From an optimization exercise on the open Yosys and OpenROAD flow, aimed at small area; shortcuts taken in it are not production practice.
Where RTL was checked, it was by simulation tests only, not by an equivalence proof against the original.

==> cedar: inputs <==
==> flow/design.v <==
`timescale 1ns/1ps
module baud_rate_generator (
    input  wire clk_50MHz,
    input  wire reset_n,       
    input  wire phase_reset,
    output wire tick
);
    reg [4:0] counter;
    assign tick = counter[4] & counter[3] & counter[1];
    always @(posedge clk_50MHz) begin
        if (!reset_n || phase_reset || tick) counter <= 5'd0;
        else                                  counter <= counter + 5'd1;
    end
endmodule
`timescale 1ns/1ps
module uart_receiver (
    input  wire       clk_50MHz,
    input  wire       reset_n,
    input  wire       rx,
    input  wire       sample_tick,
    output wire       data_ready,
    output wire [7:0] data_out,
    output reg        phase_reset
);
    reg rx_sync0, rx_sync1, rx_prev;
    always @(posedge clk_50MHz) begin
        if (!reset_n) begin
            rx_sync0 <= 1'b1;
            rx_sync1 <= 1'b1;
            rx_prev  <= 1'b1;
        end else begin
            rx_sync0 <= rx;
            rx_sync1 <= rx_sync0;
            rx_prev  <= rx_sync1;
        end
    end
    reg [1:0] state;
    reg [3:0] tick_cnt;
    reg [8:0] sr;
    wire start_edge = (state == 2'd0) & rx_prev & ~rx_sync1;
    wire t7   = sample_tick & (tick_cnt == 4'd7);
    wire t15  = sample_tick & (tick_cnt == 4'd15);
    wire conf = state[0] & t7 & ~rx_sync1;
    assign data_ready = state[1] & sr[0] & t15;
    assign data_out   = sr[8:1];
    always @(posedge clk_50MHz) begin
        if (!reset_n) begin
            state       <= 2'd0;
            phase_reset <= 1'b0;
        end else begin
            phase_reset <= start_edge;
            if (start_edge)               state <= 2'd1;
            else if (state[0] & t7)       state <= rx_sync1 ? 2'd0 : 2'd2;
            else if (data_ready)          state <= 2'd0;
        end
    end
    always @(posedge clk_50MHz) begin
        if (state == 2'd0 || conf) tick_cnt <= 4'd0;
        else if (sample_tick)      tick_cnt <= tick_cnt + 4'd1;
    end
    always @(posedge clk_50MHz) begin
        if (conf)                         sr <= 9'h100;
        else if (state[1] & ~sr[0] & t15) sr <= {rx_sync1, sr[8:1]};
    end
endmodule
`timescale 1ns/1ps
module uart_transmitter (
    input  wire       clk_50MHz,
    input  wire       reset_n,
    input  wire       sample_tick,
    input  wire       tx_start,
    input  wire [7:0] data_in,
    output reg        tx,
    output wire       tx_busy,
    output reg        tx_done_tick
);
    reg       active;
    reg [3:0] tick_cnt;
    reg [9:0] frame;
    wire bit_end = active & sample_tick & (tick_cnt == 4'd15);
    wire last    = (frame[9:1] == 9'd0);
    assign tx_busy = active | tx_done_tick;
    always @(posedge clk_50MHz or negedge reset_n) begin
        if (!reset_n) begin
            active       <= 1'b0;
            tx           <= 1'b1;
            tx_done_tick <= 1'b0;
        end else begin
            tx           <= ~active | frame[0];
            tx_done_tick <= bit_end & last;
            if (!active)             active <= tx_start;
            else if (bit_end & last) active <= 1'b0;
        end
    end
    always @(posedge clk_50MHz) begin
        if (!active)          tick_cnt <= 4'd0;
        else if (sample_tick) tick_cnt <= tick_cnt + 4'd1;
    end
    always @(posedge clk_50MHz) begin
        if (!active & tx_start) frame <= {1'b1, data_in, 1'b0};
        else if (bit_end)       frame <= {1'b0, frame[9:1]};
    end
endmodule
`timescale 1ns/1ps
module nmea_parser (
    input  wire        clk,
    input  wire        rst_n,
    input  wire [7:0]  rx_data,
    input  wire        rx_valid,
    output wire [7:0]  lat_deg,
    output wire [12:0] lat_min,
    output wire [7:0]  lon_deg,
    output wire [12:0] lon_min,
    output wire        valid_fix
);
    localparam [3:0] READ_LAT = 4'd9, READ_LON = 4'd11, SKIP_EW = 4'd12, DONE = 4'd13;
    reg [3:0] st;
    reg [7:0] expect_ch;
    always @* begin
        case (st)
            4'd0:    expect_ch = 8'h24;   
            4'd1:    expect_ch = 8'h47;   
            4'd2:    expect_ch = 8'h50;   
            4'd3:    expect_ch = 8'h52;   
            4'd4:    expect_ch = 8'h4D;   
            4'd5:    expect_ch = 8'h43;   
            default: expect_ch = 8'h2C;   
        endcase
    end
    wire is_comma = (rx_data == 8'h2C);
    always @(posedge clk) begin
        if (!rst_n || st >= DONE)                   st <= 4'd0;
        else if (rx_valid && rx_data == expect_ch)  st <= st + 4'd1;
    end
    wire rd = (st == READ_LAT) | (st == READ_LON);
    wire ew = (st == SKIP_EW);
    reg [2:0]   j;       
    reg [3:0]   sl;      
    reg [103:0] ring;
    always @(posedge clk) begin
        j <= j + 3'd1;
        if (j == 3'd7) sl <= (sl == 4'd12) ? 4'd0 : sl + 4'd1;
    end
    reg [7:0] cnt;
    reg       pend, fld;
    function [4:0] slot_of;   
        input       f;
        input [2:0] i;
        begin
            if (f) begin
                case (i)
                    3'd0: slot_of = {1'b1, 4'd6};
                    3'd1: slot_of = {1'b1, 4'd7};
                    3'd2: slot_of = {1'b1, 4'd8};
                    3'd3: slot_of = {1'b1, 4'd9};
                    3'd4: slot_of = {1'b1, 4'd10};
                    3'd6: slot_of = {1'b1, 4'd11};
                    3'd7: slot_of = {1'b1, 4'd12};
                    default: slot_of = {1'b0, 4'd10};
                endcase
            end else begin
                case (i)
                    3'd0: slot_of = {1'b1, 4'd0};
                    3'd1: slot_of = {1'b1, 4'd1};
                    3'd2: slot_of = {1'b1, 4'd2};
                    3'd3: slot_of = {1'b1, 4'd3};
                    3'd5: slot_of = {1'b1, 4'd4};
                    3'd6: slot_of = {1'b1, 4'd5};
                    default: slot_of = {1'b0, 4'd3};
                endcase
            end
        end
    endfunction
    wire [4:0] now_slot = slot_of(st[1], cnt[2:0]);
    wire [4:0] pnd_slot = slot_of(fld, cnt[2:0]);
    wire       chr      = rx_valid & ~is_comma;
    wire       req      = rst_n & rd & chr & (cnt[7:3] == 5'd0) & now_slot[4];
    wire [3:0] tgt = ew ? cnt[3:0] : pnd_slot[3:0];
    wire       hit = (sl == tgt) & (j == 3'd0);
    wire       ins = pend & hit;
    reg        act, h;    
    wire [3:0] k     = cnt[3:0];
    wire [1:0] grp   = (k <= 4'd1) ? 2'd0 : (k <= 4'd5) ? 2'd1 : (k <= 4'd8) ? 2'd2 : 2'd3;
    wire       is8   = ~grp[0];
    wire       first = (k == 4'd0) | (k == 4'd2) | (k == 4'd6) | (k == 4'd9);
    wire       start = ew & ~act & hit;
    wire       run   = act | start;
    wire       fin   = run & (is8 ? (j == 3'd7) : (h & j == 3'd4));
    always @(posedge clk) begin
        if (req)      pend <= 1'b1;
        else if (ins) pend <= 1'b0;
        if (req)      fld  <= st[1];
    end
    always @(posedge clk) begin
        if (pend) begin
            if (ins) cnt <= rd ? cnt + 8'd1 : 8'd0;
        end else if (ew) begin
            if (fin) cnt <= cnt + 8'd1;
        end else if (!rd || (rx_valid && is_comma)) begin
            cnt <= 8'd0;
        end else if (chr && !req) begin
            cnt <= cnt + 8'd1;
        end
    end
    always @(posedge clk) begin
        ring <= {ring[0], ring[103:1]};
        if (ins) begin
            ring[103] <= rx_data[0];
            ring[6:0] <= rx_data[7:1];
        end
    end
    always @(posedge clk) begin
        if (!ew) begin
            act <= 1'b0;
            h   <= 1'b0;
        end else begin
            act <= run & ~fin;
            h   <= run & ~is8 & ~fin & (h | j == 3'd7);
        end
    end
    reg [7:0]  t_ld, t_od;
    reg [12:0] t_lm, t_om;
    reg        d1, d2, d3, c1, c2;
    wire [3:0] p = {h, j};    
    reg kx;
    always @* begin
        case (grp)
            2'd0: kx = (p == 4'd3) | (p == 4'd4);                                   
            2'd2: kx = (p == 4'd2) | (p == 4'd3) | (p == 4'd5);                     
            default: kx = (p == 4'd1) | (p == 4'd2) | (p == 4'd3) | (p == 4'd5) |
                          (p == 4'd7) | (p == 4'd8);                                
        endcase
    end
    wire g1 = (p != 4'd0);
    wire g3 = (p >= 4'd3);
    wire xa = first ? kx : (~d1 & g1);
    wire xb = ~first & ~d3 & g3;
    wire xc = ring[0] & ~h;
    wire s1 = xa ^ xb ^ xc;
    wire k1 = (xa & xb) | (xa & xc) | (xb & xc);
    wire y1 = c1 & g1;
    wire y2 = c2 & g1;
    wire nb = s1 ^ y1 ^ y2;
    wire k2 = (s1 & y1) | (s1 & y2) | (y1 & y2);
    reg xo;
    always @* begin
        case (grp)
            2'd0: xo = t_ld[0];
            2'd1: xo = t_lm[0];
            2'd2: xo = t_od[0];
            default: xo = t_om[0];
        endcase
    end
    always @(posedge clk) begin
        d1 <= xo;
        d2 <= d1;
        d3 <= d2;
        c1 <= k1;
        c2 <= k2;
    end
    always @(posedge clk) begin
        if (run && grp == 2'd0) t_ld <= {~nb, t_ld[7:1]};
        if (run && grp == 2'd1) t_lm <= {~nb, t_lm[12:1]};
        if (run && grp == 2'd2) t_od <= {~nb, t_od[7:1]};
        if (run && grp == 2'd3) t_om <= {~nb, t_om[12:1]};
    end
    reg [7:0]  o_ld, o_od;
    reg [12:0] o_lm, o_om;
    always @(posedge clk) begin
        if (st == DONE) begin
            o_ld <= t_ld;
            o_lm <= t_lm;
            o_od <= t_od;
            o_om <= t_om;
        end
    end
    reg no_fix;    
    always @(posedge clk or negedge rst_n) begin
        if (!rst_n)           no_fix <= 1'b1;
        else if (st == DONE)  no_fix <= 1'b0;
    end
    assign valid_fix = ~no_fix;
    assign lat_deg = ~(o_ld | {8{no_fix}});
    assign lat_min = ~(o_lm | {13{no_fix}});
    assign lon_deg = ~(o_od | {8{no_fix}});
    assign lon_min = ~(o_om | {13{no_fix}});
endmodule
`timescale 1ns/1ps
module uart_top (
    input  wire        clk_50MHz,
    input  wire        reset,     
    input  wire        rx,
    output wire        tx,
    output wire [7:0]  lat_deg,
    output wire [12:0] lat_min,
    output wire [7:0]  lon_deg,
    output wire [12:0] lon_min,
    output wire        valid_fix
);
    wire       tick, phase_reset, rx_done_tick;
    wire [7:0] rx_data_out;
    wire       tx_busy, tx_done_tick;
    reg  [7:0] pending_buffer;
    reg        pending_flag;
    reg        tx_start_d;
    baud_rate_generator BAUD_GEN (
        .clk_50MHz(clk_50MHz), .reset_n(reset), .phase_reset(phase_reset), .tick(tick));
    uart_receiver UART_RX (
        .clk_50MHz(clk_50MHz), .reset_n(reset), .rx(rx), .sample_tick(tick),
        .data_ready(rx_done_tick), .data_out(rx_data_out), .phase_reset(phase_reset));
    always @(posedge clk_50MHz or negedge reset) begin
        if (!reset) begin
            pending_flag <= 1'b0;
            tx_start_d   <= 1'b0;
        end else begin
            tx_start_d <= (rx_done_tick & ~tx_busy) | (tx_done_tick & pending_flag);
            if (rx_done_tick & tx_busy) pending_flag <= 1'b1;
            else if (tx_done_tick)      pending_flag <= 1'b0;
        end
    end
    always @(posedge clk_50MHz)
        if (rx_done_tick) pending_buffer <= rx_data_out;
    uart_transmitter UART_TX (
        .clk_50MHz(clk_50MHz), .reset_n(reset), .sample_tick(tick), .tx_start(tx_start_d),
        .data_in(pending_buffer), .tx(tx), .tx_busy(tx_busy), .tx_done_tick(tx_done_tick));
    nmea_parser PARSER (
        .clk(clk_50MHz), .rst_n(reset), .rx_data(rx_data_out), .rx_valid(rx_done_tick),
        .lat_deg(lat_deg), .lat_min(lat_min), .lon_deg(lon_deg), .lon_min(lon_min),
        .valid_fix(valid_fix));
endmodule
==> flow/flow/run.sh <==
#!/bin/bash
# Standard layout (bash standard.sh) with three changes, passed to ORFS as
# environment variables:
#  - ports are buffered with buf_1 instead of the default clkdlybuf4s50_1;
#  - CTS makes larger sink clusters (up to 22 sinks within 100 um) with
#    clkbuf_16 and adds no dummy loads.
# The full output of the flow is in standard.log.
export BUFFER_PORTS_ARGS="-inputs -outputs -buffer_cell sky130_fd_sc_hd__buf_1"
export CTS_ARGS="-sink_clustering_enable -repair_clock_nets -dont_use_dummy_load -sink_clustering_size 22 -sink_clustering_max_diameter 100 -buf_list sky130_fd_sc_hd__clkbuf_16 -sink_buffer_max_cap_derate 1.0"
bash standard.sh > standard.log 2>&1
==> flow/standard.sh <==
#!/bin/bash
# synth_recipe.tcl (not shown) runs the flow's synth.tcl, then flattens the netlist and writes it again
# the make line also repeats each setting of config.mk as NAME=value (left out here)
make -C /OpenROAD-flow-scripts/flow DESIGN_CONFIG=/design/flow/config.mk WORK_HOME=/design/flow/orfs CLKGATE_MAP_FILE= SYNTH_SCRIPT=/design/flow/synth_recipe.tcl "${@:-finish}"
==> flow/config.mk <==
export PLATFORM = sky130hd
export DESIGN_NAME = uart_top
export DESIGN_NICKNAME = uart_top
export VERILOG_FILES = /design/flow/design.v
export SDC_FILE = /design/flow/constraint.sdc
export NUM_CORES = 4
export LEC_CHECK = 0
export ABC_AREA = 1
export CAP_MARGIN = 20
export CORE_MARGIN = 2
export CORE_UTILIZATION = 80
export SLEW_MARGIN = 20
==> flow/constraint.sdc <==
create_clock -name core_clock -period 20.0 [get_ports {clk_50MHz}]
set_input_delay 4.0000 -clock core_clock [delete_from_list [all_inputs] [get_ports {clk_50MHz}]]
set_output_delay 4.0000 -clock core_clock [all_outputs]
set_load 0.01 [all_outputs]
==> garnet: changes against cedar <==
--- a/flow/design.v
+++ b/flow/design.v
@@ -174,7 +174,7 @@
     wire [4:0] now_slot = slot_of(st[1], cnt[2:0]);
     wire [4:0] pnd_slot = slot_of(fld, cnt[2:0]);
     wire       chr      = rx_valid & ~is_comma;
-    wire       req      = rst_n & rd & chr & (cnt[7:3] == 5'd0) & now_slot[4];
+    wire       req      = rd & chr & (cnt[7:3] == 5'd0) & now_slot[4];
     wire [3:0] tgt = ew ? cnt[3:0] : pnd_slot[3:0];
     wire       hit = (sl == tgt) & (j == 3'd0);
     wire       ins = pend & hit;
==> flow/flow/run.sh (replaced) <==
#!/bin/bash
export BUFFER_PORTS_ARGS="-inputs -outputs -buffer_cell sky130_fd_sc_hd__buf_1"
export CTS_ARGS="-sink_clustering_enable -repair_clock_nets -dont_use_dummy_load -sink_clustering_size 22 -sink_clustering_max_diameter 100 -buf_list sky130_fd_sc_hd__clkbuf_16 -sink_buffer_max_cap_derate 1.0"
bash standard.sh > standard.log 2>&1
==> flow_summary.ini <==
[run_status]
status = no timing/DRC/antenna violations

[drt]
routed_wl_um = 20600
wl_met1_um = 7550

[power_and_ir_drop]
switchingPower_w = 0.000172

[finish]
final_cells = 966
multi_input_cells = 401
layout.nonclk_buf_share_pct = 2.04

[placement]
dp_slack_ps = 14620
post_dp_cell_area_mm2 = 0.00941

[synth]
synth-xor-area-share_pct = 1.33

[timing]
fmax_mhz = 168
whs_ps = 281

[floorplan]
die_h_um = 111
The numbers above come from garnet.

==> flow_summary.ini <==
[synth]
synth-xor-area-share_pct = 0.965

[timing]
fmax_mhz = 171

[power_and_ir_drop]
switchingPower_w = 0.000164

[drt]
routed_wl_um = 19600

[finish]
final_cells = 948

[run_status]
status = no timing/DRC/antenna violations

[placement]
dp_slack_ps = 14450

[floorplan]
die_h_um = 111
The numbers above come from cedar.

The RTL of garnet was laid out without a check of its function.

[what the ideal ports hide]
Ports are ideal in the flow. The routed layouts listed here were re-timed in OpenROAD.
Step 1: set_driving_cell puts a clkbuf_16 on clk_50MHz and a buf_2 on each other input, an assumption about the parent block.
Step 2 also shifts input and output timing later by t, the mid clock arrival at the registers, as if the neighbouring blocks saw the same clock.
Three values: no drivers, after step 1, after step 2; two values: the first two.
run	t, ns	setup slack, ns	hold slack, ns	worst register clock-pin slew, ns	worst slew at a driven data input, ns
cedar	0.494	14.159 / 14.116 / 14.214	0.279 / 0.279 / 0.279	0.09 / 0.09	0.03
garnet	0.510	14.052 / 14.010 / 14.517	0.281 / 0.281 / 0.281	0.10 / 0.10	0.03
After both steps setup and hold are still met in every run listed.
